From an optimization exercise on the open Yosys and OpenROAD flow, aimed at small area and a short achievable clock period; shortcuts taken in it are not production practice.
The RTL was checked by simulation tests, not by an equivalence proof against the original design.

## flow/design.v (module list and top-level ports; edited modules follow where they fit)
// module macc_417: 734 lines
// module booth_enc: 6 lines
// module booth_row: 5 lines
// module last_row: 3 lines
// module fa: 4 lines
// module ha: 4 lines
// module fa1: 4 lines
// module xnor_g: 3 lines
// module or_g: 3 lines
// module final_adder: 596 lines
// module g_inv: 3 lines
// module g_nand: 3 lines
// module g_or: 3 lines
// module g_nor: 3 lines
// module g_xor: 3 lines
// module g_xnor: 3 lines
// module g_aoi21: 3 lines
// module g_oai21: 3 lines
module macc_417
  #(parameter A_WIDTH = 32,
    parameter B_WIDTH = 32
  )
  (
    input clk,
    input rst,
    input [A_WIDTH-1:0] a,
    input [B_WIDTH-1:0] b,
    input accumulate_enable,
    output [A_WIDTH+B_WIDTH-1:0] result,
    output overflow
  );
  // ...
==> flow/run.sh <==
#!/bin/bash
# synth_recipe.tcl (not shown) runs the flow's synth.tcl, then flattens the netlist and writes it again
# the make line also repeats each setting of config.mk as NAME=value (left out here)
make -C /OpenROAD-flow-scripts/flow DESIGN_CONFIG=/design/flow/config.mk WORK_HOME=/design/flow/orfs CLKGATE_MAP_FILE= SYNTH_SCRIPT=/design/flow/synth_recipe.tcl finish
==> flow/config.mk <==
export PLATFORM = sky130hd
export DESIGN_NAME = macc_417
export DESIGN_NICKNAME = macc_417
export VERILOG_FILES = /design/flow/design.v
export SDC_FILE = /design/flow/constraint.sdc
export NUM_CORES = 4
export LEC_CHECK = 0
export CAP_MARGIN = 20
export CORE_MARGIN = 2
export CORE_UTILIZATION = 40
export SLEW_MARGIN = 20
export SYNTH_HIERARCHICAL = 1
export SYNTH_MINIMUM_KEEP_SIZE = 0
==> flow/constraint.sdc <==
create_clock -name core_clock -period 55.0 [get_ports {clk}]
set_input_delay 11.0000 -clock core_clock [delete_from_list [all_inputs] [get_ports {clk}]]
set_output_delay 11.0000 -clock core_clock [all_outputs]
set_load 0.01 [all_outputs]
==> metrics.md, run 1 <==
| Metric | Value |
|---|---|
| Non-clock buffers | `188` |
| Clock Skew | `15.4 ps` |
| Clock slew at reported path FFs | `70 ps` |
| Compound-Gate Fraction of Synth Area | `18.2%` |
| Drt drc | `0` |
| Dpl ws | `23,560 ps` |
| Num ports | `132` |
| Vias per cell | `6.22` |
| GRT overflow | `0` |
| Arr. time, crit path | `19,760 ps` |
| Relative slew slack | `37.1%` |
| Status | `no timing/DRC/antenna violations` |
| Final setup fails | `0` |
| Final HPWL DP | `61,500 µm` |
| DRT met1 WL | `36,200 µm` |
| Period minus WS final | `30,760 ps` |
| Core ar. | `65,600 µm²` |
| FF-to-FF End | `accumulator[63]$_DFF_PP0_` |
| DR WL met2 | `43,300 µm` |
| # clk buffers | `12` |
| Post-synth ARST share | `100%` |
| GR Layer Usage met2 | `44.0%` |
| M3 GR Usage | `6.10%` |
| Hold Path Sink | `accumulator[0]$_DFF_PP0_` |
| Crit end category | `primary output` |
| FFs & Latches | `64` |
| Synth area leaders | `fa_1 (40%), xnor2_1 (19%), a22oi_1 (14%), dfrtp_1 (6.1%), ha_1 (5.3%)` |
| Filler instances | `6,267` |
| CP Launch Point | `b[9]` |
| Post-synth EDFFs | `0` |
| RSZ-0062 raised after global routing | `false` |
| Taps Inserted | `864` |
| WL per Instance | `28.2 µm` |
| Top cell type by total area after synthesis | `fa_1` |
| Setup crit start kind | `input port` |
| Die H | `261 µm` |
| Synth top area share | `39.8%` |
| GRT Overall Usage | `27.7%` |
| Count of different cell masters after synthesis | `21` |
| Final net count | `3,107` |
| Final count of pins violating max slew | `0` |
==> run 2, diff against run 1 <==
==> flow/flow/run.sh (new file) <==
#!/bin/bash
# The standard layout (the standard.sh: standard synthesis, then ORFS to
# finish), with one change: the buffers placed on the input and output ports
# are sky130_fd_sc_hd__buf_2 cells instead of the ones buffer_ports picks.
set -euo pipefail
export BUFFER_PORTS_ARGS="-buffer_cell sky130_fd_sc_hd__buf_2"
bash standard.sh > standard_flow.log 2>&1
==> flow/standard.sh (new file) <==
#!/bin/bash
# synth_recipe.tcl (not shown) runs the flow's synth.tcl, then flattens the netlist and writes it again
# the make line also repeats each setting of config.mk as NAME=value (left out here)
make -C /OpenROAD-flow-scripts/flow DESIGN_CONFIG=/design/flow/config.mk WORK_HOME=/design/flow/orfs CLKGATE_MAP_FILE= SYNTH_SCRIPT=/design/flow/synth_recipe.tcl "${@:-finish}"
removed: flow/run.sh
==> run 2 against run 1 <==
Still clean on timing, DRC and antenna. Final cell count is essentially flat. Global-route usage fell by 0.88 points. Final area down 2.0%. Wire length shrank 3.2%. Worst setup slack better by 480 ps. Synthesized cell count did not move. Critical path type unchanged. Critical endpoint unchanged.
==> metrics.md, run 2 <==
| Metric | Value |
|---|---|
| Largest net degree at the start of global routing | `65 (unchanged)` |
| Count of different cell masters after synthesis | `21 (unchanged)` |
| Relative slew slack | `30.5% (was 37.1%)` |
| Commonest cells post-synth | `xnor2_1 (586), fa_1 (526), a22oi_1 (496), ha_1 (113), nand2_1 (87) (unchanged)` |
| CTS tree | `yes (unchanged)` |
| Root buf cell | `clkbuf_16 (unchanged)` |
| Core ar. | `65,600 µm² (unchanged)` |
| Final count of pins violating max slew | `0 (unchanged)` |
| Final setup fails | `0 (unchanged)` |
| Hold bufs inserted after CTS | `0 (unchanged)` |
| Synth top area share | `39.8% (unchanged)` |
| GRT Overall Usage | `26.8% (was 27.7%)` |
| Fmax achieved | `0.0330 GHz (was 0.0325 GHz)` |
| Vias per cell | `6.22 (about the same)` |
| Final HPWL DP | `60,400 µm (was 61,500 µm)` |
| Max_cap viols | `0 (unchanged)` |
| Period minus WS final | `30,280 ps (was 30,760 ps)` |
| Utilization after layout | `42.1% (was 43.0%)` |
| H-tree levels | `3 (unchanged)` |
| Drt drc | `0 (unchanged)` |
| Crit end category | `primary output (unchanged)` |
| Critical path class | `in2out (unchanged)` |
| Drt total wl | `89,400 µm (was 92,300 µm)` |
| Hold Vio Cnt, Final | `0 (unchanged)` |
| Yosys reg bits | `64 (unchanged)` |
| Cells after Synth | `2,383 (unchanged)` |
| Drt first pass iters | `6 (was 7)` |
| Row cnt | `94 (unchanged)` |
| DR iter-0 viols | `2,344 (was 2,354)` |
| Setup crit start kind | `input port (unchanged)` |
| Count leader, synth | `xnor2_1 (unchanged)` |
| GRT overflow | `0 (unchanged)` |
| Die H | `261 µm (unchanged)` |
| Vias | `20,300 (about the same)` |
| Sink Count | `64 (unchanged)` |
| Number of diodes | `0 (unchanged)` |
| Filler instances | `6,310 (was 6,267)` |
| Share of cells above drive strength 1 | `15.8% (was 11.1%)` |
| Max stage delay on crit path | `630 ps (was 660 ps)` |
| Largest reg by FF count | `accumulator (unchanged)` |
| Initial core utilization | `40.3% (unchanged)` |
| WL per Instance | `27.3 µm (was 28.2 µm)` |
| Most common cell after layout, fill and taps aside | `xnor2_1 (unchanged)` |
| Worst-path fanout max | `40 (unchanged)` |
| Final net count | `3,106 (was 3,107)` |
| Routed Antenna Nets | `0 (unchanged)` |
| Vias in the first global route | `22,300 (was 22,500)` |
| Hold WC Path Type | `reg2reg (unchanged)` |
| Post-CTS setup buffer count | `0 (unchanged)` |
| Synth-to-layout area growth | `4.45% (was 6.59%)` |
| Synth area leaders | `fa_1 (40%), xnor2_1 (19%), a22oi_1 (14%), dfrtp_1 (6.1%), ha_1 (5.3%) (unchanged)` |
| Routability Congestion | `0.894 (was 0.911)` |
| Max reg flops | `64 (unchanged)` |
| Initial antenna violation count | `0 (unchanged)` |
| I/O Buffers | `131 (unchanged)` |
| CTS Buf Count | `9 (unchanged)` |
| Num ports | `132 (unchanged)` |
| Most frequent cells in the layout | `xnor2_1 (586), fa_1 (526), a22oi_1 (496) (unchanged)` |
| Sequential fraction of the synthesis area | `6.05% (unchanged)` |
| Setup tns final | `0 ps (unchanged)` |
| YS warnings | `7 (unchanged)` |
| CP max-delay cell | `o22ai_2 (was buf_4)` |
| Arr. time, crit path | `19,280 ps (was 19,760 ps)` |
| Top cell type by total area after synthesis | `fa_1 (unchanged)` |
| First-pass GRT wire length | `138,000 µm (was 142,000 µm)` |
| Fin crit share | `55.1% (was 55.9%)` |
| Status | `no timing/DRC/antenna violations (unchanged)` |
| Biggest regs | `accumulator x64 (unchanged)` |
| Post-synth ARST share | `100% (unchanged)` |
| RSZ-0062 raised after global routing | `false (unchanged)` |
| Clock slew at reported path FFs | `60 ps (was 70 ps)` |
| Tightest Pin Transition | `1040 ps (was 944 ps)` |
| Clock buffer depth | `2 (unchanged)` |
| DIE AREA | `68,200 µm² (unchanged)` |
| Main synth FF type | `dfrtp_1 (unchanged)` |
| Clock Skew | `19.0 ps (was 15.4 ps)` |
| Clk latency of the worst-skew pair | `410 ps (about the same)` |
| WP data required | `44,000 ps (about the same)` |
| Synth Cell Area | `26,500 µm² (unchanged)` |
| Post-cts resize count | `0 (unchanged)` |
| Post-synth EDFFs | `0 (unchanged)` |
| Syn_area_per_cell | `11.1 µm² (unchanged)` |
| Die Width | `261 µm (unchanged)` |
[run 2: cell counts after synthesis]
No cell type changed its count.
[run 2: Yosys stat by module, one instance, submodules excluded, excerpt]
module / cells inside / flip-flops and latches / times used
xnor_g: 1 / 0 / 16
fa: 1 / 0 / 526
last_row: 35 / 0 / 1
or_g: 1 / 0 / 16
final_adder: 1 / 0 / 1
g_xor: 1 / 0 / 22
ha: 1 / 0 / 113
[run 2: cell type report]
type	count	area (µm²)	area share [%]
Tap cell	864	1080	3.91
Clock buffer	11	243	0.878
Sequential cell	64	1600	5.79
Timing Repair Buffer	187	1080	3.91
Inverter	39	148	0.534
Multi-Input combinational cell	2099	23400	84.8
Clock inverter	4	45.0	0.163
[run 2: final timing paths]
| path | depth (start not counted) | to | start | slack [ps] |
|---|---|---|---|---|
| min in group asynchronous | 3 | accumulator[62]$_DFF_PP0_ | rst | 10770 |
| max in group asynchronous | 3 | accumulator[37]$_DFF_PP0_ | rst | 43700 |
| max reg2reg | 20 | accumulator[63]$_DFF_PP0_ | accumulator[26]$_DFF_PP0_ | 48420 |
| max | 28 | result[63] | b[13] | 24720 |
| min reg2reg | 2 | accumulator[0]$_DFF_PP0_ | accumulator[0]$_DFF_PP0_ | 620 |
| min | 2 | accumulator[0]$_DFF_PP0_ | accumulator[0]$_DFF_PP0_ | 620 |
[run 2: kinds of logic (layout without fill, tap and decap cells)]
family,count (synthesis),in the layout,synth area share [%]
adders and majority gates,639,639,45.1
buffers and inverters,222,241,5.84
xor gates and xnor gates,624,624,20.7
other,1,3,0.0142
AOI/OAI and AO/OA,632,632,18.2
and+or+nand+nor,201,201,4.06
DFF,64,64,6.05
[run 2: stage by stage]
| step | setup WS [ps] | hold slack (ps) | cells | area [µm²] |
|---|---|---|---|---|
| after floorplan | 27060 | 683 | 2385 | 26500 |
| after global placement | 25020 | 606 | 3253 | 27400 |
| after detailed placement | 24830 | 613 | 3253 | 27400 |
| after CTS | 24810 | 630 | 3268 | 27600 |
| after global routing | 24370 | 667 | 3268 | 27600 |
| final | 24720 | 618 | 3268 | 27600 |
[run 2: worst max-delay path, delay by kind of cell]
kind            cells  cell delay, ps
fa+ha+maj           8            3390
buf+inv             5            1330
simple gates        1             140
compound gates     12            2950
xor+xnor            2             380
[run 2: metal layers]
metal / track usage, % / wire [µm] / up-vias
met2: 42.7 / 42200 / 1271
met1: 35.0 / 34900 / 10600
li1: - / - / 8221
met4: 12.2 / 3730 / 0
met3: 5.87 / 8570 / 246
met5: 0 / 0 / -

static timing again, ports no longer ideal:
No port has a modelled driver above. Below, the same layouts with a new extraction and two added sets of constraints. Step 1 assumes that a clkbuf_16 drives the clock port and a buf_2 every other input. Step 2, shift: input delay + t, output delay - t, t = (earliest + latest rising clock arrival at the registers) / 2. This alone moves slack from input paths to output paths. a / b / c = ideal ports / drivers / drivers and shift; a / b = the first two.
| run | t, ns | setup slack, ns | clock arrival spread, ns |
|---|---|---|---|
| run 1 | 0.465 | 24.241 / 24.218 / 24.218 | 0.015 / 0.015 |
| run 2 | 0.462 | 24.717 / 24.696 / 24.696 | 0.019 / 0.019 |
After both steps every run listed still meets setup and hold. The setup slack of run 1, which loses most, moves by -0.023 ns with the drivers and by -0.023 ns with both steps.
